This design comes from an exercise in tuning for small area, a short achievable clock period and few clock cycles per item on the open sky130 flow, not from production work. At most, simulation tests tie the RTL to the original design; equivalence was not proved. No functional check of the RTL was part of run 4.

==> design.v <==
module Reconstructor(
    input enable,
    input CLK,
    input reset,
    input [7:0]height,
    input [7:0]width,
    input Vector_sig,
    input [7:0]mv_x,
    input [7:0]addr_x,
    input [7:0]mv_y,
    input [7:0]addr_y,
    output Nxt_block_sig,
    input [1:0]data_type,
    output [15:0]Tindex,
    input [5:0]pdi,
    output [15:0]index,
    output we,
    output [8:0]datax_out,
    output [8:0]datay_out,
    output [5:0]pdo
    );
localparam IDLE = 3'd0, WAIT = 3'd1, S1 = 3'd2, RD = 3'd3, TL = 3'd4, WR = 3'd5;
reg [2:0] state;
reg [15:0] N;             
reg [1:0] kN;             
reg [1:0] kP;             
reg pv;                   
reg tv;                   
reg [3:0] f;              
reg [4:0] preg;           
reg [1:0] btype;
reg [1:0] rx, ry;
reg ser;                  
always @(posedge CLK) begin
  rx <= mv_x[1:0];
  ry <= mv_y[1:0];
  ser <= (width == 8'd0) | (width == 8'd1) | (width == 8'd255);
end
wire hasx = |rx, hasy = |ry;
function [4:0] oa;
  input [1:0] k;
  input [1:0] rx, ry;
  reg [2:0] cx, cy;
  begin
    cx = k[0] ? {1'b0, rx} : (rx == 2'd0 ? 3'd4 : {1'b0, 2'd0 - rx});
    cy = k[1] ? {1'b0, ry} : (ry == 2'd0 ? 3'd4 : {1'b0, 2'd0 - ry});
    oa = cx * cy;
  end
endfunction
wire [4:0] oaN = oa(kN, rx, ry);
wire [4:0] pN = oaN + {btype, 2'b00};                           
wire [4:0] pN0 = oaN + {(tv ? btype : data_type), 2'b00};      
wire s_rd = (state == RD), s_tl = (state == TL), s_wr = (state == WR);
wire gt = {1'b0, preg} > pdi;
function [2:0] nextk;             
  input [1:0] k;
  input hx, hy;
  begin
    nextk[2] = (~k[0] & hx) | (~k[1] & hy);
    nextk[1:0] = (~k[0] & hx) ? {k[1], 1'b1} : 2'b10;
  end
endfunction
function [1:0] first;
  input [3:0] fl;
  first = fl[0] ? 2'd0 : fl[1] ? 2'd1 : fl[2] ? 2'd2 : 2'd3;
endfunction
function [2:0] target;
  input [2:0] st;
  input [1:0] k;
  input [3:0] fl;
  input sr, hx, hy;
  reg [2:0] n;
  begin
    n = nextk(k, hx, hy);
    target = {1'b0, k};
    case (st)
      S1: target = 3'd0;
      RD: if (n[2] & ~sr) target = {1'b0, n[1:0]};
      TL: if (|fl) target = {1'b0, first(fl)};
          else if (sr & n[2]) target = {1'b0, n[1:0]};
          else target = 3'b100;
      WR: if (|fl) target = {1'b0, first(fl)}; else target = 3'b100;
      default: target = 3'b100;
    endcase
  end
endfunction
wire [2:0] nk = nextk(kN, hasx, hasy);
wire nv = nk[2];
wire [3:0] fr = s_wr ? f & ~(4'b0001 << kN) : f;    
wire fany = |fr;
reg [2:0] ns;
always @(*)
  case (state)
    IDLE: ns = enable ? WAIT : IDLE;
    WAIT: ns = Vector_sig ? S1 : WAIT;
    S1:   ns = RD;
    RD:   ns = (~nv | ser) ? TL : RD;
    TL:   ns = fany ? WR : (ser & nv) ? RD : (~gt & Vector_sig) ? S1 : WAIT;
    WR:   ns = fany ? WR : WAIT;
    default: ns = IDLE;
  endcase
reg [3:0] fn;
always @(*) begin
  fn = f;
  case (state)
    S1: fn = 4'd0;
    RD: if (pv) fn[kP] = gt;
    WR: fn = fr;
    default: ;
  endcase
end
reg [1:0] tgt;
reg tmode;
wire [3:0] fnr = (ns == WR) ? fn & ~(4'b0001 << tgt) : fn;
wire [2:0] tn = target(ns, tgt, fnr, ser, hasx, hasy);
reg [7:0] ryc, rxc;
always @(posedge CLK) begin
  tgt <= tn[1:0];
  tmode <= tn[2];
  ryc <= addr_y + mv_y[7:2] + {7'd0, tn[1]};
  rxc <= addr_x + mv_x[7:2] + {7'd0, tn[0]};
end
wire [7:0] op = tmode ? addr_y : ryc;
wire [7:0] ax = tmode ? addr_x : rxc;
wire [15:0] r0 = {8'hFF, ~(width & {8{~op[0]}})};
wire s1 = r0[5] ^ (op[1] & width[4]);
wire c2 = r0[5] & (op[1] & width[4]);
wire s3 = r0[6] ^ (op[1] & width[5]) ^ (op[2] & width[4]);
wire c4 = (r0[6] & (op[1] & width[5])) | (r0[6] & (op[2] & width[4])) | ((op[1] & width[5]) & (op[2] & width[4]));
wire s5 = (op[3] & width[3]) ^ (op[4] & width[2]);
wire c6 = (op[3] & width[3]) & (op[4] & width[2]);
wire s7 = r0[7] ^ (op[1] & width[6]) ^ (op[2] & width[5]);
wire c8 = (r0[7] & (op[1] & width[6])) | (r0[7] & (op[2] & width[5])) | ((op[1] & width[6]) & (op[2] & width[5]));
wire s9 = (op[3] & width[4]) ^ (op[4] & width[3]) ^ (op[5] & width[2]);
wire c10 = ((op[3] & width[4]) & (op[4] & width[3])) | ((op[3] & width[4]) & (op[5] & width[2])) | ((op[4] & width[3]) & (op[5] & width[2]));
wire s11 = (op[6] & width[1]) ^ (op[7] & width[0]);
wire c12 = (op[6] & width[1]) & (op[7] & width[0]);
wire s13 = 1'b1 ^ (op[1] & width[7]) ^ (op[2] & width[6]);
wire c14 = (1'b1 & (op[1] & width[7])) | (1'b1 & (op[2] & width[6])) | ((op[1] & width[7]) & (op[2] & width[6]));
wire s15 = (op[3] & width[5]) ^ (op[4] & width[4]) ^ (op[5] & width[3]);
wire c16 = ((op[3] & width[5]) & (op[4] & width[4])) | ((op[3] & width[5]) & (op[5] & width[3])) | ((op[4] & width[4]) & (op[5] & width[3]));
wire s17 = (op[6] & width[2]) ^ (op[7] & width[1]);
wire c18 = (op[6] & width[2]) & (op[7] & width[1]);
wire s19 = 1'b1 ^ (op[2] & width[7]) ^ (op[3] & width[6]);
wire c20 = (1'b1 & (op[2] & width[7])) | (1'b1 & (op[3] & width[6])) | ((op[2] & width[7]) & (op[3] & width[6]));
wire s21 = (op[4] & width[5]) ^ (op[5] & width[4]) ^ (op[6] & width[3]);
wire c22 = ((op[4] & width[5]) & (op[5] & width[4])) | ((op[4] & width[5]) & (op[6] & width[3])) | ((op[5] & width[4]) & (op[6] & width[3]));
wire s23 = 1'b1 ^ (op[3] & width[7]) ^ (op[4] & width[6]);
wire c24 = (1'b1 & (op[3] & width[7])) | (1'b1 & (op[4] & width[6])) | ((op[3] & width[7]) & (op[4] & width[6]));
wire s25 = r0[3] ^ (op[1] & width[2]);
wire c26 = r0[3] & (op[1] & width[2]);
wire s27 = r0[4] ^ (op[1] & width[3]) ^ (op[2] & width[2]);
wire c28 = (r0[4] & (op[1] & width[3])) | (r0[4] & (op[2] & width[2])) | ((op[1] & width[3]) & (op[2] & width[2]));
wire s29 = (op[3] & width[1]) ^ (op[4] & width[0]);
wire c30 = (op[3] & width[1]) & (op[4] & width[0]);
wire s31 = s1 ^ (op[2] & width[3]) ^ (op[3] & width[2]);
wire c32 = (s1 & (op[2] & width[3])) | (s1 & (op[3] & width[2])) | ((op[2] & width[3]) & (op[3] & width[2]));
wire s33 = (op[4] & width[1]) ^ (op[5] & width[0]) ^ ax[5];
wire c34 = ((op[4] & width[1]) & (op[5] & width[0])) | ((op[4] & width[1]) & ax[5]) | ((op[5] & width[0]) & ax[5]);
wire s35 = c2 ^ s3 ^ s5;
wire c36 = (c2 & s3) | (c2 & s5) | (s3 & s5);
wire s37 = (op[5] & width[1]) ^ (op[6] & width[0]) ^ ax[6];
wire c38 = ((op[5] & width[1]) & (op[6] & width[0])) | ((op[5] & width[1]) & ax[6]) | ((op[6] & width[0]) & ax[6]);
wire s39 = c4 ^ c6 ^ s7;
wire c40 = (c4 & c6) | (c4 & s7) | (c6 & s7);
wire s41 = s9 ^ s11 ^ ax[7];
wire c42 = (s9 & s11) | (s9 & ax[7]) | (s11 & ax[7]);
wire s43 = c8 ^ c10 ^ c12;
wire c44 = (c8 & c10) | (c8 & c12) | (c10 & c12);
wire s45 = s13 ^ s15 ^ s17;
wire c46 = (s13 & s15) | (s13 & s17) | (s15 & s17);
wire s47 = c14 ^ c16 ^ c18;
wire c48 = (c14 & c16) | (c14 & c18) | (c16 & c18);
wire s49 = s19 ^ s21 ^ (op[7] & width[2]);
wire c50 = (s19 & s21) | (s19 & (op[7] & width[2])) | (s21 & (op[7] & width[2]));
wire s51 = c20 ^ c22 ^ s23;
wire c52 = (c20 & c22) | (c20 & s23) | (c22 & s23);
wire s53 = (op[5] & width[5]) ^ (op[6] & width[4]) ^ (op[7] & width[3]);
wire c54 = ((op[5] & width[5]) & (op[6] & width[4])) | ((op[5] & width[5]) & (op[7] & width[3])) | ((op[6] & width[4]) & (op[7] & width[3]));
wire s55 = c24 ^ 1'b1 ^ (op[4] & width[7]);
wire c56 = (c24 & 1'b1) | (c24 & (op[4] & width[7])) | (1'b1 & (op[4] & width[7]));
wire s57 = (op[5] & width[6]) ^ (op[6] & width[5]) ^ (op[7] & width[4]);
wire c58 = ((op[5] & width[6]) & (op[6] & width[5])) | ((op[5] & width[6]) & (op[7] & width[4])) | ((op[6] & width[5]) & (op[7] & width[4]));
wire s59 = 1'b1 ^ (op[5] & width[7]) ^ (op[6] & width[6]);
wire c60 = (1'b1 & (op[5] & width[7])) | (1'b1 & (op[6] & width[6])) | ((op[5] & width[7]) & (op[6] & width[6]));
wire s61 = r0[2] ^ (op[1] & width[1]);
wire c62 = r0[2] & (op[1] & width[1]);
wire s63 = s25 ^ (op[2] & width[1]) ^ (op[3] & width[0]);
wire c64 = (s25 & (op[2] & width[1])) | (s25 & (op[3] & width[0])) | ((op[2] & width[1]) & (op[3] & width[0]));
wire s65 = c26 ^ s27 ^ s29;
wire c66 = (c26 & s27) | (c26 & s29) | (s27 & s29);
wire s67 = c28 ^ c30 ^ s31;
wire c68 = (c28 & c30) | (c28 & s31) | (c30 & s31);
wire s69 = c32 ^ c34 ^ s35;
wire c70 = (c32 & c34) | (c32 & s35) | (c34 & s35);
wire s71 = c36 ^ c38 ^ s39;
wire c72 = (c36 & c38) | (c36 & s39) | (c38 & s39);
wire s73 = c40 ^ c42 ^ s43;
wire c74 = (c40 & c42) | (c40 & s43) | (c42 & s43);
wire s75 = c44 ^ c46 ^ s47;
wire c76 = (c44 & c46) | (c44 & s47) | (c46 & s47);
wire s77 = c48 ^ c50 ^ s51;
wire c78 = (c48 & c50) | (c48 & s51) | (c50 & s51);
wire s79 = c52 ^ c54 ^ s55;
wire c80 = (c52 & c54) | (c52 & s55) | (c54 & s55);
wire s81 = c56 ^ c58 ^ s59;
wire c82 = (c56 & c58) | (c56 & s59) | (c58 & s59);
wire s83 = c60 ^ 1'b1 ^ (op[6] & width[7]);
wire c84 = (c60 & 1'b1) | (c60 & (op[6] & width[7])) | (1'b1 & (op[6] & width[7]));
wire s85 = r0[1] ^ (op[1] & width[0]);
wire c86 = r0[1] & (op[1] & width[0]);
wire s87 = s61 ^ (op[2] & width[0]) ^ ax[2];
wire c88 = (s61 & (op[2] & width[0])) | (s61 & ax[2]) | ((op[2] & width[0]) & ax[2]);
wire s89 = c62 ^ s63 ^ ax[3];
wire c90 = (c62 & s63) | (c62 & ax[3]) | (s63 & ax[3]);
wire s91 = c64 ^ s65 ^ ax[4];
wire c92 = (c64 & s65) | (c64 & ax[4]) | (s65 & ax[4]);
wire s93 = c66 ^ s67 ^ s33;
wire c94 = (c66 & s67) | (c66 & s33) | (s67 & s33);
wire s95 = c68 ^ s69 ^ s37;
wire c96 = (c68 & s69) | (c68 & s37) | (s69 & s37);
wire s97 = c70 ^ s71 ^ s41;
wire c98 = (c70 & s71) | (c70 & s41) | (s71 & s41);
wire s99 = c72 ^ s73 ^ s45;
wire c100 = (c72 & s73) | (c72 & s45) | (s73 & s45);
wire s101 = c74 ^ s75 ^ s49;
wire c102 = (c74 & s75) | (c74 & s49) | (s75 & s49);
wire s103 = c76 ^ s77 ^ s53;
wire c104 = (c76 & s77) | (c76 & s53) | (s77 & s53);
wire s105 = c78 ^ s79 ^ s57;
wire c106 = (c78 & s79) | (c78 & s57) | (s79 & s57);
wire s107 = c80 ^ s81 ^ (op[7] & width[5]);
wire c108 = (c80 & s81) | (c80 & (op[7] & width[5])) | (s81 & (op[7] & width[5]));
wire s109 = c82 ^ s83 ^ (op[7] & width[6]);
wire c110 = (c82 & s83) | (c82 & (op[7] & width[6])) | (s83 & (op[7] & width[6]));
wire s111 = c84 ^ 1'b1 ^ (op[7] & width[7]);
wire c112 = (c84 & 1'b1) | (c84 & (op[7] & width[7])) | (1'b1 & (op[7] & width[7]));
wire [15:0] ta = {c112, c110, c108, c106, c104, c102, c100, c98, c96, c94, c92, c90, c88, c86, s85, r0[0]};
wire [15:0] tb = {1'b1, s111, s109, s107, s105, s103, s101, s99, s97, s95, s93, s91, s89, s87, ax[1], ax[0]};
wire [15:0] M = ta + tb;
wire tl_done = s_tl & ~fany & ~(ser & nv);    
assign Nxt_block_sig = (state == WAIT) | (tl_done & ~gt);
assign Tindex = N;
assign index = N;
assign we = (s_tl & gt) | s_wr;
assign pdo = {1'b0, pN};
assign datax_out = {1'b0, mv_x};
assign datay_out = {1'b0, mv_y};
always @(posedge CLK or posedge reset)
  if (reset)
    state <= IDLE;
  else
    state <= ns;
always @(posedge CLK) begin
  N <= M;
  kN <= tgt;
  f <= fn;
  case (state)
    S1: begin pv <= 1'b0; tv <= 1'b0; end
    RD: begin
      kP <= kN; pv <= 1'b1;
      preg <= pN0;
      if (~tv) btype <= data_type;
      tv <= 1'b1;
    end
    TL: pv <= 1'b0;
    default: ;
  endcase
end
endmodule
==> flow/run.sh <==
#!/bin/bash
# Standard layout, with every port buffered by sky130_fd_sc_hd__buf_1 and a
# clock tree of clkbuf_8 without dummy loads.
set -euo pipefail
export BUFFER_PORTS_ARGS="-buffer_cell sky130_fd_sc_hd__buf_1"
export CTS_ARGS="-sink_clustering_enable -repair_clock_nets -dont_use_dummy_load -buf_list sky130_fd_sc_hd__clkbuf_8 -sink_clustering_size 30 -sink_clustering_max_diameter 150"
bash standard.sh > standard.log 2>&1
==> standard.sh <==
#!/bin/bash
# synth_recipe.tcl (not shown) runs the flow's synth.tcl, then flattens the netlist and writes it again
# the make line also repeats each setting of config.mk as NAME=value (left out here)
make -C /OpenROAD-flow-scripts/flow DESIGN_CONFIG=/design/flow/config.mk WORK_HOME=/design/flow/orfs CLKGATE_MAP_FILE= SYNTH_SCRIPT=/design/flow/synth_recipe.tcl "${@:-finish}"
==> config.mk <==
export PLATFORM = sky130hd
export DESIGN_NAME = Reconstructor
export DESIGN_NICKNAME = Reconstructor
export VERILOG_FILES = /design/flow/design.v
export SDC_FILE = /design/flow/constraint.sdc
export NUM_CORES = 4
export LEC_CHECK = 0
export ABC_CLOCK_PERIOD_IN_PS = 6000
export CAP_MARGIN = 20
export CORE_MARGIN = 2
export CORE_UTILIZATION = 40
export CTS_BUF_LIST = sky130_fd_sc_hd__clkbuf_8
export CTS_CLUSTER_SIZE = 30
export PLACE_DENSITY = 0.6
export SETUP_SLACK_MARGIN = 4.9
export SLEW_MARGIN = 20
export TNS_END_PERCENT = 5
==> constraint.sdc <==
create_clock -name core_clock -period 11.0 [get_ports {CLK}]
set_input_delay 2.2000 -clock core_clock [delete_from_list [all_inputs] [get_ports {CLK}]]
set_output_delay 2.2000 -clock core_clock [all_outputs]
set_load 0.01 [all_outputs]
==> impl_results.md, run 1 <==
* Io pins at 118
* # DRC at 0
* Gpl congestion at around 0.81
* Synth Warn # at 1
* Period utilization at roughly 54%
* R2R depth at 18
* Clk slew on worst S/H paths at 0.05 ns
* Synth area leaders: fa_1 18%, dfxtp_1 16%, ha_1 12%
* Predominant post-synthesis flop cell: dfxtp_1
* GR Util All Layers at between 10% and 20%
* Vias in the first global route at ~4.1k
* CTS Hold Bufs at 0
* Worst setup path startpoint: pdi[1]
* Non-Filler Instances at approximately 840
* Routed WL at roughly 11000 µm
* WL/cell at around 14 µm
* Share of flip-flops with an asynchronous set or reset at under 10%
* Root Buffer: clkbuf_8
* TritonCTS Buffers at 9
* Die ar. at approximately 0.015 mm²
* Worst relative slew slack at 27.41%
* DP Wirelength at between 9000 and 10000 µm
* Worst path arrival time at between 3 and 4 ns
* Layout Skew at 0.01993 ns
* Largest net degree at the start of global routing at 17
* CP required at just under 9 ns
* FF-to-FF setup slack at approximately 5.8 ns
* Filler Cells Inserted at about 1.3k
* Hold/Removal Path Class: register to register
* Sequential-to-total area share from yosys stat at roughly a quarter
* Gr ovfl total at 0
* Finished Core Util at between 40 and 50%
* Worst R2R Start: tmode
* Fin. max-slew vios at 0
* Core area at about 0.014 mm²
* Slowest cell delay on critical path at 0.40 ns
* Vias per cell at ~5.0
* Setup tns final at 0 ns
* FF+latch count, synth at 60
* Worst hold start: tgt[1]
* Worst-case clock buffer depth at 2
* Vias at 4145
* Worst slack, placed at 4.256 ns
* Crit path launch type: primary input
* Drt pass-1 iters at 4
* Die width at between 100 and 150 µm
* Iter 0 DRT Violations at between 150 and 200
* Slew @ Worst Pin at around 1.1 ns
* Crit-path cells: buf_1 > inv_1 > ha_1 > and3_1 > a31oi_1 > a21boi_4 > a2111oi_2 > a21oi_1 > nor2_1 > clkbuf_2
* Post-synth EDFFs at 11
* Ratio of cells with drive above 1 in the final layout at 8.994%
* Syn Std Cell Area at 0.005635 mm²
* End of the critical path: Nxt_block_sig
* Number of hold violations in the final report at 0
* # Max-Cap Violations at 0
* Tmin final at between 5 and 6 ns
* Nets at between 800 and 900
* Placed cells at roughly 830
* Cells after Synth at just under 600
* Placed cell area at 0.005934 mm²
* N_diodes at 0
* Kind of critical path: primary input to output pin
* CTS tree: done
* Fmax at ~170 MHz
* Initial antenna violation count at 0
* Setup crit end kind: output pin
* Starting Density at about two fifths
* Port-buffer cells at 106
* RSZ-0062 raised after global routing: yes
* Row count at between 40 and 50
* Setup violators final at 0
* Clk Latency, worst-skew pair at 0.36 ns
* Synth top area share at approximately 18%
* Slowest CP cell: a21boi_4
* Clock sinks at 60
* CTS H-tree lvls at 3
* First-pass GRT wire length at ~19000 µm
* Syn avg cell area at about 9.6 µm²
* Status: complete, no violations
* Design area at 0.006153 mm²
* Synth area leader: fa_1
* Die height at 122.7 µm
* Post-synth cell types at between 60 and 70
* CP max FO at 8
* Area Overhead vs Synth at 9.192%
* Reg2reg end: N[15]
* Post-DRT Antenna Nets at 0
* Setup ws final at about 5 ns
[kinds of logic after synthesis]
group,Yosys count,share of synthesized area [%]
flops,60,23.53
other cells,1,0.06654
buf+inv,134,11.55
fa+ha+maj,106,30.20
mux,21,4.019
compound gates,91,12.43
xor+xnor,30,4.662
simple gates,145,13.54
[worst max-delay path, delay by kind of cell]
kind,cells,cell delay (ns)
AOI/OAI and AO/OA,4,0.78
buffers and inverters,3,0.24
adders and majority gates,1,0.30
and+or+nand+nor,2,0.23
[repair_timing]
item | CTS | global route
endpoints found under the setup margin | 4 | 7
buffers inserted | 1 | 1
gates resized for setup | 5 | 16
pin swaps | 1 | 3
[metrics by stage]
stage               hold slack (ns)
finish                       0.4983
global route                 0.5287
CTS                          0.4921
detailed placement           0.4731
global placement             0.4663
floorplan                    0.3258
[flip-flops by register name, indices dropped and copies added, names as in the netlist]
register  flops
kN            2
kP            2
pv            1
ryc           8
N            16
ry            2
btype         2
tgt           2
rxc           8
tmode         1
state         3
rx            2
tv            1
ser           1
f             4
preg          5
[cells in the mapped netlist, drive strengths merged, types with 2 or more instances]
cell and number:
fa 50, o2111ai 2, and3 3, nand2 46, nor3b 2, mux2i 8, nand3 5, nand4 5
dfrtp 3, xor2 10, and2 26, a31oi 4, a22o 2, o21a 2, nand3b 2, o21ai 16
o311ai 3, mux2 13, buf 44, ha 56, nor2b 16, o22ai 5, dfxtp 46, nor3 11
edfxtp 11, or3 2, nand2b 9, or2 2, a2111oi 2, a21oi 23, a41o 3, xnor2 20
a21boi 4, inv 83, a21o 11, clkbuf 7, nor2 13, o21bai 6
[layout make-up]
| type | count | area (µm²) | area share, % |
|---|---|---|---|
| multi-input combinational | 396 | 3749 | 60.92 |
| timing repair buffer | 108 | 417.9 | 6.791 |
| inverter | 83 | 311.5 | 5.063 |
| tap | 180 | 225.2 | 3.660 |
| sequential | 60 | 1326 | 21.55 |
| clock buffer | 9 | 123.9 | 2.013 |
[worst min path at each step]
| stage | to | slack (ns) | cells past startpoint |
|---|---|---|---|
| global placement | kN[1] | 0.47 | 0 |
| global route | kN[1] | 0.53 | 0 |
| finish | kN[1] | 0.50 | 0 |
| CTS | kN[1] | 0.49 | 0 |
| floorplan | kN[0] | 0.33 | 0 |
| detailed placement | kN[1] | 0.47 | 0 |
[layout by cell type (no fill, tap or decap), types with 16 or more instances in the layout]
master,count
buf_1,102
inv_1,82
a21oi_1,21
xnor2_1,20
nor2b_1,16
and2_1,24
nand2_1,45
fa_1,50
dfxtp_1,46
ha_1,55
[metal layers]
metal	track usage, %	vias up	routed length [µm]
met1	21.21	1986	5212
met3	3.253	12	588
li1	-	2037	-
met2	26.86	110	5414
met4	6.681	0	176
met5	0	-	0
Testbench counts, summed over its fixed seeds: cycles 37,693, vectors 5,350.
==> run 2: changes to the inputs <==
--- a/config.mk
+++ b/config.mk
@@ -14,4 +14,3 @@
 export PLACE_DENSITY = 0.6
 export SETUP_SLACK_MARGIN = 4.9
 export SLEW_MARGIN = 20
-export TNS_END_PERCENT = 5
==> impl_results.md, run 2 <==
* Fin. max-slew vios at 0 (unchanged)
* Slowest cell delay on critical path at 0.49 ns (was 0.40 ns)
* WL met2 at 5367 µm (was 5414 µm)
* Post-DRT Antenna Nets at 0 (unchanged)
* Clk Latency, worst-skew pair at 0.36 ns (about the same)
* CP required at 11.28 ns (was 8.80 ns)
* Die height at 122.7 µm (unchanged)
* Gpl congestion at 0.8093 (unchanged)
* Slowest CP cell: fa_1 (was a21boi_4)
* Area Overhead vs Synth at 9.458% (was 9.192%)
* Initial antenna violation count at 0 (unchanged)
* # Max-Cap Violations at 0 (unchanged)
* FF-to-FF setup slack at 5.85 ns (was 5.82 ns)
* Most common cell after layout, fill and taps aside: buf_1 (unchanged)
* Setup crit end kind: register (was output pin)
* Synth area leaders: fa_1 18%, dfxtp_1 16%, ha_1 12% (unchanged)
* GR Util All Layers at 16.42% (unchanged)
* Port-buffer cells at 106 (unchanged)
* Placed cell area at 0.005934 mm² (unchanged)
* Status: complete, no violations (unchanged)
* N_diodes at 0 (unchanged)
* Most frequent cell after synthesis: inv_1 (unchanged)
* Top delay family on crit path: adder cells (was compound AO/OA/AOI/OAI gates)
* Worst relative slew slack at 27.50% (was 27.41%)
* Vias in the first global route at 4139 (unchanged)
* Predominant post-synthesis flop cell: dfxtp_1 (unchanged)
* Filler Cells Inserted at 1312 (unchanged)
* Iter 0 DRT Violations at 181 (was 175)
* Reg area at 0.001326 mm² (unchanged)
* Synth top cells by count: 82 x inv_1, 56 x ha_1, 50 x fa_1 (unchanged)
* TritonCTS Buffers at 9 (unchanged)
* Largest register FFs at 16 (unchanged)
* Root Buffer: clkbuf_8 (unchanged)
* Post-synth cell types at 65 (unchanged)
* Post-synth EDFFs at 11 (unchanged)
* Die width at 122.7 µm (unchanged)
* Setup tns final at 0 ns (unchanged)
* Sequential-to-total area share from yosys stat at 23.53% (unchanged)
* CTS tree: done (unchanged)
* Number of hold violations in the final report at 0 (unchanged)
* CP max FO at 8 (unchanged)
* # DRC at 0 (unchanged)
* Crit path launch type: primary input (unchanged)
* Top reg by flops: N (unchanged)
* Vias at 4148 (was 4145)
* Layout Skew at 0.02013 ns (was 0.01993 ns)
* RSZ-0062 raised after global routing: yes (unchanged)
* Synth Warn # at 1 (unchanged)
* Period utilization at 54.00% (was 54.34%)
* Row count at 43 (unchanged)
* Design area at 0.006168 mm² (was 0.006153 mm²)
* Met3 wire len at 510 µm (was 588 µm)
* Starting Density at 40.76% (unchanged)
* CTS H-tree lvls at 3 (unchanged)
* Nets at 826 (was 824)
* Ratio of cells with drive above 1 in the final layout at 9.271% (was 8.994%)
* Io pins at 118 (unchanged)
* Worst-case clock buffer depth at 2 (unchanged)
* Met1 WL at 5299 µm (was 5212 µm)
* Gr ovfl total at 0 (unchanged)
* Syn avg cell area at 9.584 µm² (unchanged)
* Max Used Layer: met4 (unchanged)
* Multi-input gate area at 0.003749 mm² (unchanged)
* Top flop regs: N x16, rxc x8, ryc x8 (unchanged)
* Synth area leader: fa_1 (unchanged)
* Setup violators final at 0 (unchanged)
* Kind of critical path: primary input to register (was primary input to output pin)
* Vias per cell at 4.950 (was 4.958)
* Commonest non-fill, non-tap cells in the layout: 102 x buf_1, 82 x inv_1, 55 x ha_1, 50 x fa_1, 46 x dfxtp_1 (unchanged)
* DP Wirelength at 9174 µm (unchanged)
* WL/cell at 13.55 µm (was 13.63 µm)
* Syn Std Cell Area at 0.005635 mm² (unchanged)
* Synth top area share at 17.76% (unchanged)
* Clock sinks at 60 (unchanged)
* Clk slew on worst S/H paths at 0.06 ns (was 0.05 ns)
* Worst path arrival time at 6.22 ns (was 3.78 ns)
* Routed WL at 11350 µm (was 11390 µm)
* Die ar. at 0.01505 mm² (unchanged)
* Fmax at 168.4 MHz (was 167.3 MHz)
* First-pass GRT wire length at 19120 µm (unchanged)
* Drt pass-1 iters at 4 (unchanged)
* Tmin final at 5.940 ns (was 5.977 ns)
* Share of flip-flops with an asynchronous set or reset at 5.000% (unchanged)
* FF+latch count, synth at 60 (unchanged)
* WP buf/inv at 3 (unchanged)
* Most frequent cell on the critical path: fa_1
* Crit-path cells: buf_1 > mux2_4 > and2_1 > fa_1 > inv_1 > fa_1 > inv_1 > fa_1 > fa_1 > ha_1 > and3_1 > a31oi_2 > a21oi_1 > a21o_1 > a21oi_1 > xnor2_1 (was buf_1 > inv_1 > ha_1 > and3_1 > a31oi_1 > a21boi_4 > a2111oi_2 > a21oi_1 > nor2_1 > clkbuf_2)
* Slew @ Worst Pin at 1.086 ns (was 1.087 ns)
* Hold/Removal Path Class: register to register (unchanged)
* Cells after Synth at 588 (unchanged)
* Core area at 0.01383 mm² (unchanged)
* Largest net degree at the start of global routing at 17 (unchanged)
## run 2: what timing repair did
action | in CTS | in global routing
pin swaps | 1 | 3
gates resized for setup | 5 | 17
setup endpoints to repair | 4 | 7
endpoints found under the hold margin | 0 | 0
hold buffers | 0 | 0
buffers inserted | 1 | 3
## run 2: final cells by class
type,count,area share [%]
sequential,60,21.50
multi-input combinational,396,60.77
inverter,83,5.051
tap,180,3.651
clock buffer,9,2.008
timing repair buffer,110,7.018
## run 2: final timing paths
check | startpoint | endpoint | depth (start not counted)
worst max-delay path | addr_y[2] | N[14] | 16
worst min-delay path | tgt[1] | kN[1] | 0
worst max register to register | tmode | N[14] | 17
worst min register to register | tgt[1] | kN[1] | 0
max in group asynchronous | reset | state[0] | 2
min in group asynchronous | reset | state[2] | 2
## run 2: worst reg2reg max path: stages, from the launching register on
cell and delay, ns:
dfxtp_1 1.03, mux2i_4 0.42, nand2b_1 0.18, fa_1 0.46, fa_1 0.52, inv_1 0.05, fa_1 0.48, inv_1 0.05
fa_1 0.49, inv_1 0.04, ha_1 0.23, nor3_2 0.17, o21ai_2 0.12, a31oi_2 0.23, a21oi_1 0.13, a21o_1 0.20
a21oi_1 0.17, xnor2_1 0.13
## run 2: per-stage QoR
step | setup slack [ns] | std cells | hold slack [ns] | utilization (%)
after floorplan | 4.948 | 590 | 0.3258 | -
after global placement | 4.318 | 825 | 0.4663 | 42.92
after detailed placement | 4.256 | 825 | 0.4731 | 42.92
after CTS | 4.865 | 835 | 0.4921 | 44.03
after global routing | 4.833 | 838 | 0.5287 | 44.61
final | 5.060 | 838 | 0.4918 | 44.61
## run 2: kinds of logic (layout without fill, tap and decap cells)
logic type	Yosys count	in the layout	share of synthesized area, %
AND/OR/NAND/NOR	145	145	13.54
buffers and inverters	134	202	11.55
adder cells (fa/ha/maj)	106	106	30.20
AO/OA/AOI/OAI	91	91	12.43
flip-flops	60	60	23.53
XOR/XNOR	30	30	4.662
multiplexers	21	21	4.019
other	1	3	0.06654
## run 2: metal layers
metal	GRT usage (%)	vias up
met4	6.681	0
met5	0	-
met1	21.21	1996
met2	26.86	92
li1	-	2048
met3	3.253	12
==> run 3: changes to the inputs <==
--- a/config.mk
+++ b/config.mk
@@ -6,11 +6,11 @@
 export NUM_CORES = 4
 export LEC_CHECK = 0
 export ABC_CLOCK_PERIOD_IN_PS = 6000
-export CAP_MARGIN = 20
+export CAP_MARGIN = 0
 export CORE_MARGIN = 2
 export CORE_UTILIZATION = 40
 export CTS_BUF_LIST = sky130_fd_sc_hd__clkbuf_8
 export CTS_CLUSTER_SIZE = 30
 export PLACE_DENSITY = 0.6
 export SETUP_SLACK_MARGIN = 4.9
-export SLEW_MARGIN = 20
+export SLEW_MARGIN = 0
==> impl_results.md, run 3 <==
* Vias in the first global route at 4139 (unchanged)
* Drt pass-1 iters at 4 (unchanged)
* Fmax at 168.4 MHz (unchanged)
* Setup tns final at 0 ns (unchanged)
* TritonCTS Buffers at 9 (unchanged)
* Post-synth EDFFs at 11 (unchanged)
* Sequential-to-total area share from yosys stat at 23.53% (unchanged)
* Top reg by flops: N (unchanged)
* CP required at 11.28 ns (about the same)
* Io pins at 118 (unchanged)
* Most frequent cell after synthesis: inv_1 (unchanged)
* Core area at 0.01383 mm² (unchanged)
* GR Util All Layers at 16.42% (unchanged)
* Die height at 122.7 µm (unchanged)
* DP Wirelength at 9174 µm (unchanged)
* Hold path depth at 0 (unchanged)
* Worst relative slew slack at 27.50% (unchanged)
* Synth top cells by count: 82 x inv_1, 56 x ha_1, 50 x fa_1 (unchanged)
* RSZ-0062 raised after global routing: yes (unchanged)
* # DRC at 0 (unchanged)
* Port-buffer cells at 106 (unchanged)
* Synth top area share at 17.76% (unchanged)
* Row count at 43 (unchanged)
* Syn Std Cell Area at 0.005635 mm² (unchanged)
* Kind of critical path: primary input to register (unchanged)
* Routed WL at 11350 µm (unchanged)
* Worst R2R Start: tmode (unchanged)
* Iter 0 DRT Violations at 181 (unchanged)
* Syn avg cell area at 9.584 µm² (unchanged)
* Status: complete, no violations (unchanged)
* Vias at 4148 (unchanged)
* Starting Density at 40.76% (unchanged)
* Clk Latency, worst-skew pair at 0.36 ns (about the same)
* Hold/Removal Path Class: register to register (unchanged)
* Non-Filler Instances at 838 (unchanged)
* Gpl congestion at 0.8093 (unchanged)
* CTS Hold Bufs at 0 (unchanged)
* Most common cell after layout, fill and taps aside: buf_1 (unchanged)
* Tmin final at 5.940 ns (unchanged)
* Nets at 826 (unchanged)
* Die ar. at 0.01505 mm² (unchanged)
* Synth Warn # at 1 (unchanged)
* Fin. max-slew vios at 0 (unchanged)
* N_diodes at 0 (unchanged)
* Post-DRT Antenna Nets at 0 (unchanged)
* Filler Cells Inserted at 1312 (unchanged)
* Worst path arrival time at 6.22 ns (about the same)
* Root Buffer: clkbuf_8 (unchanged)
* Worst setup path startpoint: addr_y[2] (unchanged)
* Die width at 122.7 µm (unchanged)
* # Max-Cap Violations at 0 (unchanged)
* Initial antenna violation count at 0 (unchanged)
* Synth area leaders: fa_1 18%, dfxtp_1 16%, ha_1 12% (unchanged)
* Largest register FFs at 16 (unchanged)
* Share of flip-flops with an asynchronous set or reset at 5.000% (unchanged)
* Ratio of cells with drive above 1 in the final layout at 9.271% (unchanged)
* Setup crit end kind: register (unchanged)
* CTS tree: done (unchanged)
* Largest net degree at the start of global routing at 17 (unchanged)
* WL/cell at 13.55 µm (unchanged)
* Synth area leader: fa_1 (unchanged)
* Worst-case clock buffer depth at 2 (unchanged)
* First-pass GRT wire length at 19120 µm (unchanged)
* R2R depth at 17 (unchanged)
* Commonest non-fill, non-tap cells in the layout: 102 x buf_1, 82 x inv_1, 55 x ha_1, 50 x fa_1, 46 x dfxtp_1 (unchanged)
* Predominant post-synthesis flop cell: dfxtp_1 (unchanged)
* Clock sinks at 60 (unchanged)
* FF-to-FF setup slack at 5.85 ns (about the same)
* CP max FO at 8 (unchanged)
* Crit path launch type: primary input (unchanged)
* Vias per cell at 4.950 (unchanged)
* Period utilization at 54.00% (unchanged)
* Placed cells at 825 (unchanged)
* Top flop regs: N x16, rxc x8, ryc x8 (unchanged)
* Post-synth cell types at 65 (unchanged)
* Setup violators final at 0 (unchanged)
* Slew @ Worst Pin at 1.086 ns (unchanged)
* FF+latch count, synth at 60 (unchanged)
* Cells after Synth at 588 (unchanged)
* Layout Skew at 0.02013 ns (unchanged)
* CTS H-tree lvls at 3 (unchanged)
* Worst hold start: tgt[1] (unchanged)
* Clk slew on worst S/H paths at 0.06 ns (about the same)
* Number of hold violations in the final report at 0 (unchanged)
* Area Overhead vs Synth at 9.458% (unchanged)
* Gr ovfl total at 0 (unchanged)
-- run 3: cell counts after synthesis --
No cell type changed its count.
-- run 3: critical path, stage by stage --
cell	delay [ns]
buf_1	0.10
mux2_4	0.31
and2_1	0.18
fa_1	0.47
inv_1	0.05
fa_1	0.49
inv_1	0.05
fa_1	0.47
fa_1	0.47
ha_1	0.37
and3_1	0.22
a31oi_2	0.20
a21oi_1	0.13
a21o_1	0.20
a21oi_1	0.17
xnor2_1	0.13
-- run 3: cells by family after synthesis --
kind of cell | after synthesis | share of synthesized area (%)
DFF | 60 | 23.53
xor gates and xnor gates | 30 | 4.662
other | 1 | 0.06654
adders and majority gates | 106 | 30.20
muxes | 21 | 4.019
buffers and inverters | 134 | 11.55
and+or+nand+nor | 145 | 13.54
AOI/OAI and AO/OA | 91 | 12.43
-- run 3: final timing paths --
kind,end
setup reg to reg,N[14]
setup / recovery,N[14]
min in group asynchronous,state[2]
hold reg to reg,kN[1]
max in group asynchronous,state[0]
hold / removal,kN[1]
-- run 3: final cells by class --
type                    count  area, µm²  area share [%]
repair buffers            110      432.9           7.018
inverters                  83      311.5           5.051
clock buffers               9      123.9           2.008
well taps                 180      225.2           3.651
multi-input cells         396       3749           60.77
flip-flops and latches     60       1326           21.50
-- run 3: timing repair --
| action | 4_1_cts | 5_1_grt |
|---|---|---|
| cloned | 0 | 0 |
| pin swaps | 1 | 3 |
| buffers inserted | 1 | 3 |
| endpoints found under the setup margin | 4 | 7 |
| gates resized for setup | 5 | 17 |
-- run 3: per-stage QoR --
stage / setup WS (ns) / hold slack [ns] / cell area (µm²) / utilization [%]
final: 5.060 / 0.4918 / 6168 / 44.61
after global routing: 4.833 / 0.5287 / 6168 / 44.61
after CTS: 4.865 / 0.4921 / 6088 / 44.03
after detailed placement: 4.256 / 0.4731 / 5934 / 42.92
after global placement: 4.318 / 0.4663 / 5934 / 42.92
after floorplan: 4.948 / 0.3258 / 5650 / -
-- run 3: metal layers --
| metal | global-route usage, % | vias to the layer above | wire, µm |
|---|---|---|---|
| met3 | 3.253 | 12 | 510 |
| li1 | - | 2048 | - |
| met4 | 6.681 | 0 | 176 |
| met2 | 26.86 | 92 | 5367 |
| met1 | 21.21 | 1996 | 5299 |
| met5 | 0 | - | 0 |
==> run 4: changes to the inputs <==
--- a/design.v
+++ b/design.v
@@ -47,9 +47,7 @@
     oa = cx * cy;
   end
 endfunction
-wire [4:0] oaN = oa(kN, rx, ry);
-wire [4:0] pN = oaN + {btype, 2'b00};                           
-wire [4:0] pN0 = oaN + {(tv ? btype : data_type), 2'b00};      
+wire [4:0] pN = oa(kN, rx, ry) + {(tv ? btype : data_type), 2'b00};
 wire s_rd = (state == RD), s_tl = (state == TL), s_wr = (state == WR);
 wire gt = {1'b0, preg} > pdi;
 function [2:0] nextk;             
@@ -259,7 +257,7 @@
     S1: begin pv <= 1'b0; tv <= 1'b0; end
     RD: begin
       kP <= kN; pv <= 1'b1;
-      preg <= pN0;
+      preg <= pN;
       if (~tv) btype <= data_type;
       tv <= 1'b1;
     end
--- a/config.mk
+++ b/config.mk
@@ -6,11 +6,11 @@
 export NUM_CORES = 4
 export LEC_CHECK = 0
 export ABC_CLOCK_PERIOD_IN_PS = 6000
-export CAP_MARGIN = 0
+export CAP_MARGIN = 20
 export CORE_MARGIN = 2
 export CORE_UTILIZATION = 40
 export CTS_BUF_LIST = sky130_fd_sc_hd__clkbuf_8
 export CTS_CLUSTER_SIZE = 30
 export PLACE_DENSITY = 0.6
 export SETUP_SLACK_MARGIN = 4.9
-export SLEW_MARGIN = 0
+export SLEW_MARGIN = 20
==> impl_results.md, run 4 <==
* Gpl congestion at 0.8239 (was 0.8093)
* Top flop regs: N x16, rxc x8, ryc x8 (unchanged)
* Worst setup path startpoint: data_type[1] (was addr_y[2])
* Post-synth cell types at 67 (was 65)
* Row count at 43 (unchanged)
* Synth area leader: fa_1 (unchanged)
* Synth top cells by count: 79 x inv_1, 54 x ha_1, 49 x fa_1 (was 82 x inv_1, 56 x ha_1, 50 x fa_1)
* TritonCTS Buffers at 9 (unchanged)
* Setup ws final at 4.923 ns (was 5.060 ns)
* Drt pass-1 iters at 5 (was 4)
* Port-buffer cells at 106 (unchanged)
* Synth top area share at 17.51% (was 17.76%)
* Number of hold violations in the final report at 0 (unchanged)
* Most common cell after layout, fill and taps aside: buf_1 (unchanged)
* Synth area leaders: fa_1 18%, dfxtp_1 16%, ha_1 12% (unchanged)
* CTS H-tree lvls at 3 (unchanged)
* Io pins at 118 (unchanged)
* Root Buffer: clkbuf_8 (unchanged)
* Filler Cells Inserted at 1384 (was 1312)
* Initial antenna violation count at 0 (unchanged)
* Slew @ Worst Pin at 1.097 ns (was 1.086 ns)
* Clock sinks at 60 (unchanged)
* Worst R2R Start: tmode (unchanged)
* FF+latch count, synth at 60 (unchanged)
* Routed WL at 11420 µm (was 11350 µm)
* Worst hold start: tgt[0] (was tgt[1])
* Nets at 841 (was 826)
* Worst relative slew slack at 26.76% (was 27.50%)
* Vias per cell at 5.047 (was 4.950)
* Most frequent cell after synthesis: inv_1 (unchanged)
* Cells after Synth at 606 (was 588)
* WP buf/inv at 2 (was 3)
* DP Wirelength at 9228 µm (was 9174 µm)
* Top delay family on crit path: adder cells (unchanged)
* Slowest cell delay on critical path at 0.50 ns (was 0.49 ns)
* Setup crit end kind: output pin (was register)
* Top reg by flops: N (unchanged)
* Core area at 0.01377 mm² (was 0.01383 mm²)
* Most frequent cell on the critical path: xnor2_1 (was fa_1)
* CP max FO at 2 (was 8)
* Die width at 122.4 µm (was 122.7 µm)
* Hold/Removal Path Class: register to register (unchanged)
* First-pass GRT wire length at 19300 µm (was 19120 µm)
* Layout Skew at 0.02603 ns (was 0.02013 ns)
* Die ar. at 0.01497 mm² (was 0.01505 mm²)
* Commonest non-fill, non-tap cells in the layout: 105 x buf_1, 79 x inv_1, 51 x ha_1, 49 x fa_1, 47 x nand2_1 (was 102 x buf_1, 82 x inv_1, 55 x ha_1, 50 x fa_1, 46 x dfxtp_1)
* Syn avg cell area at 9.246 µm² (was 9.584 µm²)
* Syn Std Cell Area at 0.005603 mm² (was 0.005635 mm²)
* Predominant post-synthesis flop cell: dfxtp_1 (unchanged)
* Largest register FFs at 16 (unchanged)
* Setup tns final at 0 ns (unchanged)
* Crit path launch type: primary input (unchanged)
* Die height at 122.4 µm (was 122.7 µm)
* N_diodes at 0 (unchanged)
* Area Overhead vs Synth at 9.960% (was 9.458%)
* RSZ-0062 raised after global routing: yes (unchanged)
* CTS Hold Bufs at 0 (unchanged)
* Status: complete, no violations (unchanged)
* Post-synth EDFFs at 11 (unchanged)
* Sequential-to-total area share from yosys stat at 23.67% (was 23.53%)
* Fmax at 164.5 MHz (was 168.4 MHz)
* Worst hold slack at 0.5381 ns (was 0.4918 ns)
* WL/cell at 13.34 µm (was 13.55 µm)
* Kind of critical path: primary input to output pin (was primary input to register)
* Worst-case clock buffer depth at 2 (unchanged)
* Gr ovfl total at 0 (unchanged)
* Post-DRT Antenna Nets at 0 (unchanged)
* Crit-path cells: buf_1 > mux2_4 > fa_1 > ha_2 > xor2_1 > xnor2_1 > xnor2_1 > buf_2 (was buf_1 > mux2_4 > and2_1 > fa_1 > inv_1 > fa_1 > inv_1 > fa_1 > fa_1 > ha_1 > and3_1 > a31oi_2 > a21oi_1 > a21o_1 > a21oi_1 > xnor2_1)
* Share of flip-flops with an asynchronous set or reset at 5.000% (unchanged)
* Ratio of cells with drive above 1 in the final layout at 6.953% (was 9.271%)
* CP required at 8.80 ns (was 11.28 ns)
* Iter 0 DRT Violations at 207 (was 181)
* Clk Latency, worst-skew pair at 0.36 ns (about the same)
* Slowest CP cell: fa_1 (unchanged)
* Worst path arrival time at 3.88 ns (was 6.22 ns)
* Setup violators final at 0 (unchanged)
* Tmin final at 6.077 ns (was 5.940 ns)
* CTS tree: done (unchanged)
* # DRC at 0 (unchanged)
* Vias in the first global route at 4284 (was 4139)
* Starting Density at 40.68% (was 40.76%)
* Worst slack, placed at 4.274 ns (was 4.256 ns)
* GR Util All Layers at 16.34% (was 16.42%)
* Largest net degree at the start of global routing at 17 (unchanged)
* Clk slew on worst S/H paths at 0.08 ns (was 0.06 ns)
* Fin. max-slew vios at 0 (unchanged)
* Period utilization at 55.25% (was 54.00%)
* Vias at 4320 (was 4148)
* # Max-Cap Violations at 0 (unchanged)
* Synth Warn # at 1 (unchanged)
==> run 4: cell types whose count changed after synthesis, sizes merged, moves of 5 or more <==
| cell | change |
|---|---|
| a21oi | +5 |
| o21ai | +6 |
| nor2 | +9 |
| a211oi | +5 |
| and2 | -12 |
| nor2b | +14 |
==> run 4: logic make-up (layout without fill, tap and decap cells) <==
family                   after synthesis  in the layout  synth area share (%)
flip-flops                            60             60                 23.67
XOR/XNOR                              26             26                 4.064
AO/OA/AOI/OAI                         95             95                 11.19
multiplexers                          20             20                 3.796
buffers and inverters                129            197                 11.14
AND/OR/NAND/NOR                      172            172                 16.50
adder cells (fa/ha/maj)              103            103                 29.57
other                                  1              3               0.06693
==> run 4: path summary, 6_finish.rpt <==
| check | endpoint | slack, ns | cells after the start |
|---|---|---|---|
| worst max-delay path | pdo[4] | 4.92 | 8 |
| worst min-delay path | kN[0] | 0.54 | 0 |
| worst max register to register | N[14] | 5.84 | 14 |
| worst min register to register | kN[0] | 0.54 | 0 |
| max in group asynchronous | state[1] | 9.19 | 2 |
| min in group asynchronous | state[0] | 1.68 | 2 |
==> run 4: metrics by stage <==
step / instances / util (%) / instance area, µm²
6_report: 856 / 44.73 / 6161
5_1_grt: 856 / 44.73 / 6161
3_3_place_gp: 845 / 42.93 / 5913
4_1_cts: 854 / 44.18 / 6085
2_1_floorplan: 608 / - / 5614
3_5_place_dp: 845 / 42.93 / 5913
==> run 4: what timing repair did <==
| item | in CTS | in global routing |
|---|---|---|
| setup endpoints to repair | 6 | 5 |
| pin swaps | 2 | 3 |
| gates resized for setup | 10 | 12 |
| buffers inserted | 0 | 2 |
==> run 4: cell type report <==
type                            count  area, µm²  share of cell area, %
Timing Repair Buffer              108      414.1                  6.722
Sequential cell                    60       1326                  21.53
Inverter                           80      300.3                  4.874
Clock buffer                        9      123.9                  2.011
Tap cell                          180      225.2                  3.656
Multi-Input combinational cell    419       3771                  61.21
==> run 4: worst register-to-register path, delay by kind of cell (launching register included) <==
family	cells	cell delay (ns)
XOR/XNOR	1	0.13
flip-flops	1	1.04
AO/OA/AOI/OAI	3	0.71
buffers and inverters	2	0.15
multiplexers	1	0.41
adder cells (fa/ha/maj)	5	2.21
AND/OR/NAND/NOR	2	0.42
==> run 4: layer usage <==
layer,track usage (%),routed length [µm]
met4,6.537,194
met5,0,0
met1,22.09,5376
met3,3.113,758
met2,25.76,5090
==> run 5: changes to the inputs <==
--- a/design.v
+++ b/design.v
@@ -47,7 +47,9 @@
     oa = cx * cy;
   end
 endfunction
-wire [4:0] pN = oa(kN, rx, ry) + {(tv ? btype : data_type), 2'b00};
+wire [4:0] oaN = oa(kN, rx, ry);
+wire [4:0] pN = oaN + {btype, 2'b00};                           
+wire [4:0] pN0 = oaN + {(tv ? btype : data_type), 2'b00};      
 wire s_rd = (state == RD), s_tl = (state == TL), s_wr = (state == WR);
 wire gt = {1'b0, preg} > pdi;
 function [2:0] nextk;             
@@ -257,7 +259,7 @@
     S1: begin pv <= 1'b0; tv <= 1'b0; end
     RD: begin
       kP <= kN; pv <= 1'b1;
-      preg <= pN;
+      preg <= pN0;
       if (~tv) btype <= data_type;
       tv <= 1'b1;
     end
==> flow/run.sh (replaced) <==
#!/bin/bash
# Standard layout, with every port buffered by sky130_fd_sc_hd__buf_1 and the
# clock tree options below.
set -euo pipefail
export BUFFER_PORTS_ARGS="-buffer_cell sky130_fd_sc_hd__buf_1"
export CTS_ARGS="-sink_clustering_enable -repair_clock_nets -dont_use_dummy_load -buf_list sky130_fd_sc_hd__clkbuf_8 -sink_clustering_size 64 -sink_clustering_max_diameter 1000 -sink_clustering_levels 1"
bash standard.sh > standard.log 2>&1
==> impl_results.md, run 5 <==
* First-pass GRT wire length at 19120 µm (was 19300 µm)
* Die height at 122.7 µm (was 122.4 µm)
* Fmax at 168.4 MHz (was 164.5 MHz)
* Largest register FFs at 16 (unchanged)
* Syn Std Cell Area at 0.005635 mm² (was 0.005603 mm²)
* Most common cell after layout, fill and taps aside: buf_1 (unchanged)
* R2R depth at 17 (was 14)
* Most frequent cell after synthesis: inv_1 (unchanged)
* Post-DRT Antenna Nets at 0 (unchanged)
* FF+latch count, synth at 60 (unchanged)
* Top flop regs: N x16, rxc x8, ryc x8 (unchanged)
* CTS tree: done (unchanged)
* Routed WL at 11350 µm (was 11420 µm)
* Multi-input gate area at 0.003749 mm² (was 0.003771 mm²)
* Synth top area share at 17.76% (was 17.51%)
* Critical path depth at 16 (was 8)
* Top reg by flops: N (unchanged)
* Placed cell area at 0.005934 mm² (was 0.005913 mm²)
* Non-Filler Instances at 838 (was 856)
* Setup crit end kind: register (was output pin)
* Vias at 4148 (was 4320)
* Period utilization at 54.00% (was 55.25%)
* Hold/Removal Path Class: register to register (unchanged)
* Tmin final at 5.940 ns (was 6.077 ns)
* Worst slack, placed at 4.256 ns (was 4.274 ns)
* Initial antenna violation count at 0 (unchanged)
* Slowest CP cell: fa_1 (unchanged)
* CP max FO at 8 (was 2)
* Gr ovfl total at 0 (unchanged)
* RSZ-0062 raised after global routing: yes (unchanged)
* Clk slew on worst S/H paths at 0.06 ns (was 0.08 ns)
* Vias per cell at 4.950 (was 5.047)
* # Max-Cap Violations at 0 (unchanged)
* Reg area at 0.001326 mm² (unchanged)
* Setup tns final at 0 ns (unchanged)
* Worst path arrival time at 6.22 ns (was 3.88 ns)
* WP buf/inv at 3 (was 2)
* Io pins at 118 (unchanged)
* Slew @ Worst Pin at 1.086 ns (was 1.097 ns)
* Setup ws final at 5.060 ns (was 4.923 ns)
* Filler Cells Inserted at 1312 (was 1384)
* # DRC at 0 (unchanged)
* Vias in the first global route at 4139 (was 4284)
* Synth area leader: fa_1 (unchanged)
* Worst relative slew slack at 27.50% (was 26.76%)
* Port-buffer cells at 106 (unchanged)
* Layout Skew at 0.02013 ns (was 0.02603 ns)
* N_diodes at 0 (unchanged)
* Post-synth cell types at 65 (was 67)
* Worst-case clock buffer depth at 2 (unchanged)
* Worst R2R Start: tmode (unchanged)
* Most frequent cell on the critical path: fa_1 (was xnor2_1)
* Core area at 0.01383 mm² (was 0.01377 mm²)
* Clk Latency, worst-skew pair at 0.36 ns (about the same)
* WL/cell at 13.55 µm (was 13.34 µm)
* Nets at 826 (was 841)
* End of the critical path: N[14] (was pdo[4])
* DP Wirelength at 9174 µm (was 9228 µm)
* Crit-path cells: buf_1 > mux2_4 > and2_1 > fa_1 > inv_1 > fa_1 > inv_1 > fa_1 > fa_1 > ha_1 > and3_1 > a31oi_2 > a21oi_1 > a21o_1 > a21oi_1 > xnor2_1 (was buf_1 > mux2_4 > fa_1 > ha_2 > xor2_1 > xnor2_1 > xnor2_1 > buf_2)
* Worst setup path startpoint: addr_y[2] (was data_type[1])
* Row count at 43 (unchanged)
* TritonCTS Buffers at 9 (unchanged)
* CP required at 11.28 ns (was 8.80 ns)
* Status: complete, no violations (unchanged)
* Top delay family on crit path: adder cells (unchanged)
* Setup violators final at 0 (unchanged)
* Synth top cells by count: 82 x inv_1, 56 x ha_1, 50 x fa_1 (was 79 x inv_1, 54 x ha_1, 49 x fa_1)
* Iter 0 DRT Violations at 181 (was 207)
* Worst hold slack at 0.4918 ns (was 0.5381 ns)
* Sequential-to-total area share from yosys stat at 23.53% (was 23.67%)
* Die width at 122.7 µm (was 122.4 µm)
* Drt pass-1 iters at 4 (was 5)
* Fin. max-slew vios at 0 (unchanged)
* Area Overhead vs Synth at 9.458% (was 9.960%)
* Slowest cell delay on critical path at 0.49 ns (was 0.50 ns)
* Post-synth EDFFs at 11 (unchanged)
* Die ar. at 0.01505 mm² (was 0.01497 mm²)
* Largest net degree at the start of global routing at 17 (unchanged)
* Gpl congestion at 0.8093 (was 0.8239)
* GR Util All Layers at 16.42% (was 16.34%)
* Synth Warn # at 1 (unchanged)
* Design area at 0.006168 mm² (was 0.006161 mm²)
* Starting Density at 40.76% (was 40.68%)
* Cells after Synth at 588 (was 606)
* Syn avg cell area at 9.584 µm² (was 9.246 µm²)
* Ratio of cells with drive above 1 in the final layout at 9.271% (was 6.953%)
* Number of hold violations in the final report at 0 (unchanged)
* Share of flip-flops with an asynchronous set or reset at 5.000% (unchanged)
* Kind of critical path: primary input to register (was primary input to output pin)
* Crit path launch type: primary input (unchanged)
* Predominant post-synthesis flop cell: dfxtp_1 (unchanged)
* Placed cells at 825 (was 845)
* Synth area leaders: fa_1 18%, dfxtp_1 16%, ha_1 12% (unchanged)
* Root Buffer: clkbuf_8 (unchanged)
* Reg2reg end: N[14] (unchanged)
* Commonest non-fill, non-tap cells in the layout: 102 x buf_1, 82 x inv_1, 55 x ha_1, 50 x fa_1, 46 x dfxtp_1 (was 105 x buf_1, 79 x inv_1, 51 x ha_1, 49 x fa_1, 47 x nand2_1)
* CTS H-tree lvls at 3 (unchanged)
* FF-to-FF setup slack at 5.85 ns (was 5.84 ns)
* Clock sinks at 60 (unchanged)
## run 5: cell type report
class	instances	area share [%]
Tap cell	180	3.651
Timing Repair Buffer	110	7.018
Multi-Input combinational cell	396	60.77
Inverter	83	5.051
Sequential cell	60	21.50
Clock buffer	9	2.008
## run 5: through the flow
| step | util, % |
|---|---|
| global route | 44.61 |
| global placement | 42.92 |
| finish | 44.61 |
| floorplan | - |
| CTS | 44.03 |
| detailed placement | 42.92 |
## run 5: logic make-up after synthesis
| group | count (synthesis) | synth area share, % |
|---|---|---|
| AOI/OAI and AO/OA | 91 | 12.43 |
| xor gates and xnor gates | 30 | 4.662 |
| adders and majority gates | 106 | 30.20 |
| buffers and inverters | 134 | 11.55 |
| DFF | 60 | 23.53 |
| muxes | 21 | 4.019 |
| other | 1 | 0.06654 |
| and+or+nand+nor | 145 | 13.54 |
## run 5: how the worst min path moves through the flow
stage                       from  endpoint  slack [ns]  cells after the start
after floorplan           tgt[0]     kN[0]        0.33                      0
after global placement    tgt[1]     kN[1]        0.47                      0
after detailed placement  tgt[1]     kN[1]        0.47                      0
after CTS                 tgt[1]     kN[1]        0.49                      0
after global routing      tgt[1]     kN[1]        0.53                      0
final                     tgt[1]     kN[1]        0.49                      0
## run 5: per-layer routing
| metal | vias up | track usage, % | wire length [µm] |
|---|---|---|---|
| li1 | 2048 | - | - |
| met1 | 1996 | 21.21 | 5299 |
| met2 | 92 | 26.86 | 5367 |
| met3 | 12 | 3.253 | 510 |
| met4 | 0 | 6.681 | 176 |
| met5 | - | 0 | 0 |
## run 5: repair_timing
item                                    4_1_cts  5_1_grt
buffers inserted                              1        3
endpoints found under the setup margin        4        7
pin swaps                                     1        3
hold buffers                                  0        0
resized for setup                             5       17
Testbench counts of run 5, summed over its fixed seeds: cycles 37,693, vectors 5,350.
==> run 6: changes to the inputs <==
==> flow/run.sh (replaced) <==
#!/bin/bash
# Standard layout, with every port buffered by sky130_fd_sc_hd__buf_1 and the
# clock tree options below.
set -euo pipefail
export BUFFER_PORTS_ARGS="-buffer_cell sky130_fd_sc_hd__buf_1"
export CTS_ARGS="-repair_clock_nets -dont_use_dummy_load -root_buf sky130_fd_sc_hd__clkbuf_16 -buf_list sky130_fd_sc_hd__clkbuf_16 -distance_between_buffers 1000"
bash standard.sh > standard.log 2>&1
==> impl_results.md, run 6 <==
* Status: complete, no violations (unchanged)
* Setup violators final at 0 (unchanged)
* Placed cell area at 0.005934 mm² (unchanged)
* Clk slew on worst S/H paths at 0.05 ns (was 0.06 ns)
* Row count at 43 (unchanged)
* Die height at 122.7 µm (unchanged)
* Drt pass-1 iters at 5 (was 4)
* Post-DRT Antenna Nets at 0 (unchanged)
* Fmax at 168.4 MHz (about the same)
* R2R depth at 17 (unchanged)
* Kind of critical path: primary input to register (unchanged)
* Area Overhead vs Synth at 11.66% (was 9.458%)
* Share of flip-flops with an asynchronous set or reset at 5.000% (unchanged)
* Io pins at 118 (unchanged)
* Mux cell area share after synthesis at 4.019% (unchanged)
* Top flop regs: N x16, rxc x8, ryc x8 (unchanged)
* Gpl congestion at 0.8093 (unchanged)
* N_diodes at 0 (unchanged)
* TritonCTS Buffers at 9 (unchanged)
* CP max FO at 4 (was 8)
* First-pass GRT wire length at 19230 µm (was 19120 µm)
* Hold/Removal Path Class: register to register (unchanged)
* Crit path launch type: primary input (unchanged)
* # DRC at 0 (unchanged)
* WL/cell at 13.66 µm (was 13.55 µm)
* Layout Skew at 0.01240 ns (was 0.02013 ns)
* Vias at 4146 (was 4148)
* Design area at 0.006292 mm² (was 0.006168 mm²)
* Hold path depth at 0 (unchanged)
* Xor and xnor area share after synthesis at 4.663% (unchanged)
* Setup tns final at 0 ns (unchanged)
* Gr ovfl total at 0 (unchanged)
* Nets at 825 (was 826)
* Largest register FFs at 16 (unchanged)
* Sequential-to-total area share from yosys stat at 23.53% (unchanged)
* Worst slack, placed at 4.256 ns (unchanged)
* Post-Synth Simple-Gate Area at 13.54% (unchanged)
* Commonest non-fill, non-tap cells in the layout: 100 x buf_1, 82 x inv_1, 54 x ha_1, 50 x fa_1, 46 x dfxtp_1 (was 102 x buf_1, 82 x inv_1, 55 x ha_1, 50 x fa_1, 46 x dfxtp_1)
* Largest net degree at the start of global routing at 17 (unchanged)
* Most frequent cell after synthesis: inv_1 (unchanged)
* Period utilization at 53.99% (was 54.00%)
* Synth top cells by count: 82 x inv_1, 56 x ha_1, 50 x fa_1 (unchanged)
* Die width at 122.7 µm (unchanged)
* Setup ws final at 5.061 ns (was 5.060 ns)
* Starting Density at 40.76% (unchanged)
* CTS Hold Bufs at 0 (unchanged)
* Finished Core Util at 45.51% (was 44.61%)
* Syn avg cell area at 9.584 µm² (unchanged)
* CTS tree: done (unchanged)
* Fin. max-slew vios at 0 (unchanged)
* Post-synth cell types at 65 (unchanged)
* Synth Area in Adders at 30.20% (unchanged)
* Multi-input gate area at 0.003776 mm² (was 0.003749 mm²)
* Syn Std Cell Area at 0.005635 mm² (unchanged)
* Synth top area share at 17.76% (unchanged)
* Worst hold start: tgt[1] (unchanged)
* Ratio of cells with drive above 1 in the final layout at 9.893% (was 9.271%)
* Reg area at 0.001326 mm² (unchanged)
* Setup crit end kind: register (unchanged)
* Worst hold slack at 0.4889 ns (was 0.4918 ns)
* # Max-Cap Violations at 0 (unchanged)
* Core area at 0.01383 mm² (unchanged)
* Vias per cell at 4.953 (was 4.950)
* Worst relative slew slack at 27.02% (was 27.50%)
* CTS H-tree lvls at 3 (unchanged)
* Reg2reg end: N[14] (unchanged)
* Routed WL at 11430 µm (was 11350 µm)
* Die ar. at 0.01505 mm² (unchanged)
* Tmin final at 5.939 ns (was 5.940 ns)
* Synth area leader: fa_1 (unchanged)
* Largest family of logic cells by synthesized area: adder cells (unchanged)
* CP required at 11.26 ns (was 11.28 ns)
* Worst-case clock buffer depth at 2 (unchanged)
* Most common cell after layout, fill and taps aside: buf_1 (unchanged)
* Top reg by flops: N (unchanged)
* Worst path arrival time at 6.20 ns (was 6.22 ns)
* GR Util All Layers at 16.49% (was 16.42%)
* FF+latch count, synth at 60 (unchanged)
* Worst R2R Start: tmode (unchanged)
* Synth area leaders: fa_1 18%, dfxtp_1 16%, ha_1 12% (unchanged)
* Synth Warn # at 1 (unchanged)
* Slew @ Worst Pin at 1.093 ns (was 1.086 ns)
* Predominant post-synthesis flop cell: dfxtp_1 (unchanged)
* Compound-Gate Fraction of Synth Area at 12.43% (unchanged)
* Iter 0 DRT Violations at 219 (was 181)
* Cells after Synth at 588 (unchanged)
* Number of hold violations in the final report at 0 (unchanged)
* Post-synth EDFFs at 11 (unchanged)
* FF-to-FF setup slack at 5.81 ns (was 5.85 ns)
* Root Buffer: clkbuf_16 (was clkbuf_8)
* Sink of the worst hold path: kN[1] (unchanged)
* Filler Cells Inserted at 1294 (was 1312)
* DP Wirelength at 9174 µm (unchanged)
* Vias in the first global route at 4154 (was 4139)
* Clock sinks at 60 (unchanged)
* RSZ-0062 raised after global routing: yes (unchanged)
* Port-buffer cells at 106 (unchanged)
* Clk Latency, worst-skew pair at 0.34 ns (was 0.36 ns)
* Initial antenna violation count at 0 (unchanged)
## run 6: cell count changes in the layout (fill, tap and decap cells not counted), sizes merged
cell | previous run | this run
clkbuf | 12 | 13
buf | 107 | 105
## run 6: logic make-up (layout without fill, tap and decap cells)
logic type | after synthesis | in the layout
AO/OA/AOI/OAI | 91 | 91
XOR/XNOR | 30 | 30
adder cells (fa/ha/maj) | 106 | 106
buffers and inverters | 134 | 201
flip-flops | 60 | 60
multiplexers | 21 | 21
other | 1 | 3
AND/OR/NAND/NOR | 145 | 145
## run 6: cell type report
class | count | share of cell area, %
repair buffers | 109 | 6.801
well taps | 180 | 3.579
inverters | 83 | 4.951
flip-flops and latches | 60 | 21.08
multi-input cells | 396 | 60.01
clock buffers | 9 | 3.579
## run 6: worst max path at each step
stage,startpoint,end,cells past startpoint
detailed placement,addr_y[1],N[14],18
floorplan,addr_y[0],N[14],17
global route,addr_y[1],N[14],18
finish,addr_y[1],N[14],18
global placement,addr_y[1],N[14],18
CTS,addr_y[0],N[15],19
## run 6: timing repair
action / 4_1_cts / 5_1_grt
endpoints found under the setup margin: 6 / 6
pin swaps: 1 / 2
resized for setup: 10 / 17
hold endpoints to repair: 0 / 0
buffers inserted: 1 / 2
## run 6: metal layers
| layer | vias up | GRT usage (%) | wire [µm] |
|---|---|---|---|
| li1 | 2052 | - | - |
| met1 | 1979 | 21.33 | 5282 |
| met2 | 106 | 27.07 | 5470 |
| met3 | 9 | 3.950 | 549 |
| met4 | 0 | 5.388 | 130 |
| met5 | - | 0 | 0 |
## run 6: worst max-delay path, cell delays in order
cell and delay [ns]:
buf_2 0.14, mux2i_4 0.21, nand2b_4 0.19, fa_1 0.44
fa_1 0.52, inv_1 0.05, fa_1 0.48, inv_1 0.05
fa_1 0.49, inv_1 0.04, ha_1 0.23, nor3_2 0.16
o21ai_2 0.11, a31oi_2 0.28, a21oi_2 0.11, a21o_1 0.20
a21oi_1 0.17, xnor2_1 0.13
## run 6: metrics by stage
step / instances
6_report: 837
5_1_grt: 837
4_1_cts: 835
3_5_place_dp: 825
3_3_place_gp: 825
2_1_floorplan: 590

==> port drivers added, routing unchanged <==
No port has a modelled driver above. Below, the same layouts with a new extraction and two added sets of constraints. Step 1 assumes that a clkbuf_16 drives the clock port and a buf_2 every other input. Step 2 adds t to the input delays and takes it off the output delays; t is the mean of the earliest and latest rising clock arrival at the registers after step 1. Input paths then give back, and output paths get back, about the clock's delay inside the block. a / b / c = ideal ports / drivers / drivers and shift; a / b = the first two.
run | t (ns) | setup WS [ns] | worst hold slack (ns) | pins driven straight from the clock port
run 1 | 0.389 | 5.023 / 5.000 / 4.678 | 0.498 / 0.498 / 0.498 | 1
run 2 | 0.388 | 5.060 / 5.045 / 4.689 | 0.492 / 0.492 / 0.492 | 1
run 3 | 0.388 | 5.060 / 5.045 / 4.689 | 0.492 / 0.492 / 0.492 | 1
run 4 | 0.387 | 4.923 / 4.901 / 4.654 | 0.538 / 0.538 / 0.538 | 1
run 5 | 0.388 | 5.060 / 5.045 / 4.689 | 0.492 / 0.492 / 0.492 | 1
run 6 | 0.371 | 5.061 / 5.040 / 4.710 | 0.489 / 0.489 / 0.489 | 1
After both steps every run listed still meets setup and hold.
